This design comes from an exercise in tuning for small area, a short achievable clock period and few clock cycles on the open sky130 flow, not from production work. Where RTL was checked, it was by simulation tests only, not by an equivalence proof against the original.

## north
==> flow/design.v (excerpt) <==
module Cfu (
  input               cmd_valid,
  output              cmd_ready,
  input      [9:0]    cmd_payload_function_id,
  input      [31:0]   cmd_payload_inputs_0,
  input      [31:0]   cmd_payload_inputs_1,
  output              rsp_valid,
  input               rsp_ready,
  output     [31:0]   rsp_payload_outputs_0,
  input               reset,
  input               clk
);
Settings: LEC_CHECK=0, CAP_MARGIN=20, CORE_MARGIN=2, CORE_UTILIZATION=40, SETUP_SLACK_MARGIN=1.25, SLEW_MARGIN=20, SYNTH_HIERARCHICAL=1, SYNTH_MINIMUM_KEEP_SIZE=0; clock period 13.5 ns.
standard.sh (not shown) runs the stock make flow with config.mk's settings and CLKGATE_MAP_FILE= SYNTH_SCRIPT=/design/flow/synth_recipe.tcl, a recipe that flattens the netlist after the stock synthesis.
==> flow/flow/run.sh <==
#!/bin/bash
# Standard layout, with the port buffers made from sky130_fd_sc_hd__buf_2 cells instead of
# the delay cells the flow picks by default.  make's output goes to
# standard.log; each tool's own log is under orfs/logs/.
set -euo pipefail
export BUFFER_PORTS_ARGS="-buffer_cell sky130_fd_sc_hd__buf_2"
bash standard.sh > standard.log 2>&1
Testbench counts of north, summed over its fixed seeds: cycles 2,112.
> inputs changed (north -> south)
- SLEW_MARGIN: 20 -> 5
- SETUP_SLACK_MARGIN: 1.25 -> 1.5
- CAP_MARGIN: 20 -> 5
Results
Status | south and north | clean
For via count, south and north come out practically identical.
Diff north..south | die area | unchanged
Against north, south comes in 0.29 points higher on fraction of layout cells with a size suffix above 1.
Compared with north, in south HPWL reported at the end of detailed placement comparable; worst stage delay on the critical path now smaller; average routed wire per standard cell comparable; share of cell area taken by multi-input logic gates comparable.
In the flow results for south and north, the fmax is larger on south.
Setup changes, south to east
- a change of CAP_MARGIN from 5 to 20
- a change of SLEW_MARGIN from 5 to 20
==> comparison <==
Re residual antenna-violating net count after detailed routing: no difference whatsoever between south and east. As far as fraction of the yosys area taken by sequential cells goes, east and south are indistinguishable; the numbers are identical. Between east and south, the met1 global-route usage figures differ only marginally. From south to east, final worst-path cycle share did not move at all. On arrival time at the worst endpoint, east and south are neck and neck. Compared east against south; worst setup skew after layout within noise. Re design area: no difference whatsoever between south and east. Reported for east and south, number of multi-input logic gates turned out identical to the last digit.
#### Input delta (west over east)
- SETUP_SLACK_MARGIN: 1.5 -> 1.75
## What came out
Actual slew at the worst max-slew pin down 0.027 ns in west wrt east
Share of post-route cells with drive strength above 1, east and west: lower on east

========
== wip/nickel ==
Cfu, a different RTL version from the one above (not shown whole).
For scale: about 46 flip-flops, roughly 110 I/O pins.
==> flow/config.mk <==
export PLATFORM = sky130hd
export DESIGN_NAME = Cfu
export DESIGN_NICKNAME = Cfu
export VERILOG_FILES = /design/flow/design.v
export SDC_FILE = /design/flow/constraint.sdc
export NUM_CORES = 4
export LEC_CHECK = 0
export CAP_MARGIN = 20
export CORE_MARGIN = 2
export CORE_UTILIZATION = 40
export SETUP_SLACK_MARGIN = 1.5
export SLEW_MARGIN = 20
export SYNTH_HIERARCHICAL = 1
export SYNTH_MINIMUM_KEEP_SIZE = 0
==> flow/constraint.sdc <==
create_clock -name core_clock -period 13.5 [get_ports {clk}]
set_input_delay 2.7000 -clock core_clock [delete_from_list [all_inputs] [get_ports {clk}]]
set_output_delay 2.7000 -clock core_clock [all_outputs]
set_load 0.01 [all_outputs]
run.sh (not shown) runs the stock make flow with config.mk's settings and CLKGATE_MAP_FILE= SYNTH_SCRIPT=/design/flow/synth_recipe.tcl, a recipe that flattens the netlist after the stock synthesis.
Stock flow here: none of the scripts above is used.
The inputs of wip/quartz differ from those of wip/nickel as listed below.
==> flow/flow/run.sh (new file) <==
#!/bin/bash
# Standard layout, with the port buffers made from sky130_fd_sc_hd__buf_2 cells instead of
# the delay cells the flow picks by default.  make's output goes to
# standard.log; each tool's own log is under orfs/logs/.
set -euo pipefail
export BUFFER_PORTS_ARGS="-buffer_cell sky130_fd_sc_hd__buf_2"
bash standard.sh > standard.log 2>&1
==> flow/standard.sh (new file) <==
#!/bin/bash
# synth_recipe.tcl (not shown) runs the flow's synth.tcl, then flattens the netlist and writes it again
# the make line also repeats each setting of config.mk as NAME=value (left out here)
make -C /OpenROAD-flow-scripts/flow DESIGN_CONFIG=/design/flow/config.mk WORK_HOME=/design/flow/orfs CLKGATE_MAP_FILE= SYNTH_SCRIPT=/design/flow/synth_recipe.tcl "${@:-finish}"
removed: flow/run.sh
### Flow results
- Number of hold-slack violations in the final timing report: wip/nickel vs wip/quartz, no meaningful difference
- Delta (wip/quartz minus wip/nickel): sequential share of cell area shows an increase of 0.31 points; routed wirelength normalized by instance count has increased.
- Any difference in worst hold slack between wip/nickel and wip/quartz is small enough to ignore.
- [compare] base=wip/nickel new=wip/quartz: routed wire length saw a decrease; worst setup slack has remained practically unchanged; stage delay of the slowest cell on the critical path went down.
No functional check of the RTL was part of any run of this note.

========
Another version of the RTL of Cfu (not shown whole).
For scale: about 46 flip-flops, roughly 110 I/O pins, ~10000 um^2 of cells after synthesis.
Settings: LEC_CHECK=0, CAP_MARGIN=20, CORE_MARGIN=2, CORE_UTILIZATION=40, SETUP_SLACK_MARGIN=1.5, SLEW_MARGIN=20, SYNTH_HIERARCHICAL=1, SYNTH_MINIMUM_KEEP_SIZE=0; clock period 13.5 ns.
standard.sh (not shown) runs the stock make flow with config.mk's settings and CLKGATE_MAP_FILE= SYNTH_SCRIPT=/design/flow/synth_recipe.tcl, a recipe that flattens the netlist after the stock synthesis.
==> flow/flow/run.sh <==
#!/bin/bash
# Standard layout, with the port buffers made from sky130_fd_sc_hd__buf_2 cells instead of
# the delay cells the flow picks by default.  make's output goes to
# standard.log; each tool's own log is under orfs/logs/.
set -euo pipefail
export BUFFER_PORTS_ARGS="-buffer_cell sky130_fd_sc_hd__buf_2"
bash standard.sh > standard.log 2>&1
The baseline completed without violations.
Change:
- PLACE_DENSITY: default -> 0.75
Effect: Design area barely changes. Non-clock buffer count climbs by 1. Worst setup slack loses 0.037 ns. Die area stays the same. Synthesized area is unchanged. Worst hold slack gains 0.0046 ns. Clock-buffer cell count drops by 1. Flip-flop and latch count stays the same.
No run of this note included a check of the RTL's function; only the layout flow was run.

========
Cfu, a different RTL version from the one above (not shown whole).
For scale: ~11000 µm² of cells after synthesis.
clock: 13.5 ns
lec_check: 0
cap_margin: 20
core_margin: 2
core_utilization: 40
setup_slack_margin: 1.0
slew_margin: 20
synth_hierarchical: 1
synth_minimum_keep_size: 0
Scripts as last shown in full above: flow/flow/run.sh
Testbench counts at the start, summed over its fixed seeds: cycles 2,112.
Change:
--- a/flow/config.mk
+++ b/flow/config.mk
@@ -9,5 +9,5 @@
 export CORE_MARGIN = 2
 export CORE_UTILIZATION = 40
-export SETUP_SLACK_MARGIN = 1.0
+export SETUP_SLACK_MARGIN = 1.5
 export SLEW_MARGIN = 20
 export SYNTH_HIERARCHICAL = 1
Wire length hardly moves.
Clock skew barely changes.
Cell area is about the same.
Global-route usage is unchanged.
Core utilization stays flat.
Die area stays the same.

========
Cfu, a different RTL version from the one above (not shown whole).
Size in the first run: ~990 cells after synthesis, about 46 flip-flops, roughly 110 I/O pins, ~9800 um^2 of cells after synthesis.
==> flow/config.mk <==
export PLATFORM = sky130hd
export DESIGN_NAME = Cfu
export DESIGN_NICKNAME = Cfu
export VERILOG_FILES = /design/flow/design.v
export SDC_FILE = /design/flow/constraint.sdc
export NUM_CORES = 4
export LEC_CHECK = 0
export CAP_MARGIN = 20
export CORE_MARGIN = 2
export CORE_UTILIZATION = 40
export CTS_BUF_LIST = sky130_fd_sc_hd__clkbuf_4 sky130_fd_sc_hd__clkbuf_8
export CTS_CLUSTER_DIAMETER = 300
export CTS_CLUSTER_SIZE = 50
export SETUP_SLACK_MARGIN = 1.5
export SLEW_MARGIN = 20
export SYNTH_HIERARCHICAL = 1
export SYNTH_MINIMUM_KEEP_SIZE = 0
==> flow/constraint.sdc <==
create_clock -name core_clock -period 13.5 [get_ports {clk}]
set_input_delay 2.7000 -clock core_clock [delete_from_list [all_inputs] [get_ports {clk}]]
set_output_delay 2.7000 -clock core_clock [all_outputs]
set_load 0.01 [all_outputs]
Scripts as last shown in full above: flow/flow/run.sh
The first run completed with no timing, DRC or antenna violations.
Then changed:
- CTS_BUF_LIST: sky130_fd_sc_hd__clkbuf_4 sky130_fd_sc_hd__clkbuf_8 -> unset
- CTS_CLUSTER_DIAMETER: 300 -> unset
- CTS_CLUSTER_SIZE: 50 -> unset
Outcome: The changed run passed the timing, design-rule and antenna checks; utilization rose by 0.23 points; flip-flop and latch count stays the same; cell area rose by about 0.54%; wire length rose by 0.40%; fmax hardly moves.
No run of this note included a check of the RTL's function; only the layout flow was run.

========
## v6
Cfu, a different RTL version from the one above (not shown whole).
Size: about 1100 cells after synthesis, roughly 46 flip-flops, ~10000 um2 of cells after synthesis.
export LEC_CHECK = 0
export CAP_MARGIN = 20
export CORE_MARGIN = 2
export CORE_UTILIZATION = 40
export SETUP_SLACK_MARGIN = 1.5
export SLEW_MARGIN = 20
export SYNTH_HIERARCHICAL = 1
export SYNTH_MINIMUM_KEEP_SIZE = 0
create_clock -name core_clock -period 13.5 [get_ports {clk}]
Scripts as last shown in full above: flow/flow/run.sh
v6 completed; timing, DRC and antenna clean
Testbench counts of v6, summed over its fixed seeds: cycles 2,112.
--- input diff v6..v7 ---
- SETUP_SLACK_MARGIN changed from 1.5 to 2.0
Diff v6 -> v7 | first-iteration DRC count | decrease of about 10%. Design area grows by a few percent when moving from v6 to v7. For fraction of area in clock buffers and inverters, v6 and v7 come out practically identical. v6 and v7 ended up with roughly the same routing usage on met1.

========
## cedar
Cfu, a different RTL version from the one above (not shown whole).
Size in the first run: ~990 cells after synthesis, ~46 flip-flops, ~0.0098 mm2 of cells after synthesis.
export LEC_CHECK = 0
export CAP_MARGIN = 20
export CORE_MARGIN = 2
export CORE_UTILIZATION = 40
export SETUP_SLACK_MARGIN = 1.5
export SLEW_MARGIN = 20
export SYNTH_HIERARCHICAL = 1
export SYNTH_MINIMUM_KEEP_SIZE = 0
create_clock -name core_clock -period 13.5 [get_ports {clk}]
Scripts as last shown in full above: flow/flow/run.sh
Testbench counts of cedar, summed over its fixed seeds: cycles 2,112.
Modified inputs, maple compared to cedar
- setting CTS_BUF_LIST to sky130_fd_sc_hd__clkbuf_2 sky130_fd_sc_hd__clkbuf_4 sky130_fd_sc_hd__clkbuf_8 for the first time
- setting CTS_CLUSTER_SIZE to 30 for the first time
[summary]
Any difference in share of the cycle needed by the critical path after routing between cedar and maple is small enough to ignore.
[compare] base=cedar new=maple: die area essentially unchanged; critical path depth essentially unchanged.
[maple vs cedar] slew at the pin closest to its max-slew limit: higher in maple

[separate check: timing with driven ports]
The results above use ideal ports. As a check the final layouts listed here were re-extracted and re-timed, cells and wires unchanged. Step 1 assumes that a clkbuf_16 drives the clock port and a buf_2 every other input. Step 2 moves the port delays by t, midway between the first and last clock arrival at a register: inputs arrive t later, outputs are due t later. That takes back most of the time a late clock gives input paths. a / b / c = no drivers / after step 1 / after step 2; a / b = the first two.
run | t (ns) | setup slack, ns | worst register clock-pin slew, ns | cell pins on the clock port's net
north | 0.320 | 1.758 / 1.737 / 1.737 | 0.07 / 0.07 | 1
south | 0.320 | 1.862 / 1.842 / 1.842 | 0.07 / 0.07 | 1
east | 0.320 | 1.862 / 1.842 / 1.842 | 0.07 / 0.07 | 1
west | 0.320 | 2.017 / 1.997 / 1.997 | 0.07 / 0.07 | 1
wip/nickel | 0.329 | 1.742 / 1.722 / 1.722 | 0.08 / 0.08 | 1
wip/quartz | 0.331 | 1.740 / 1.715 / 1.715 | 0.07 / 0.07 | 1
the first run of note 3 | 0.325 | 1.897 / 1.861 / 1.861 | 0.07 / 0.07 | 1
the second run of note 3 | 0.316 | 1.859 / 1.829 / 1.829 | 0.07 / 0.07 | 1
the first run of note 4 | 0.330 | 1.764 / 1.743 / 1.743 | 0.07 / 0.07 | 1
the second run of note 4 | 0.330 | 1.985 / 1.966 / 1.966 | 0.07 / 0.07 | 1
the first run of note 5 | 0.331 | 1.868 / 1.844 / 1.844 | 0.10 / 0.10 | 1
the second run of note 5 | 0.319 | 1.867 / 1.843 / 1.843 | 0.07 / 0.07 | 1
v6 | 0.321 | 1.886 / 1.864 / 1.864 | 0.07 / 0.07 | 1
v7 | 0.321 | 2.170 / 2.145 / 2.145 | 0.07 / 0.07 | 1
cedar | 0.317 | 1.896 / 1.874 / 1.874 | 0.07 / 0.07 | 1
maple | 0.325 | 1.897 / 1.872 / 1.872 | 0.10 / 0.10 | 1
After both steps setup and hold are still met in every run listed. For the first run of note 3, which loses most, drivers alone change the setup slack by -0.036 ns; drivers and shift together by -0.036 ns.
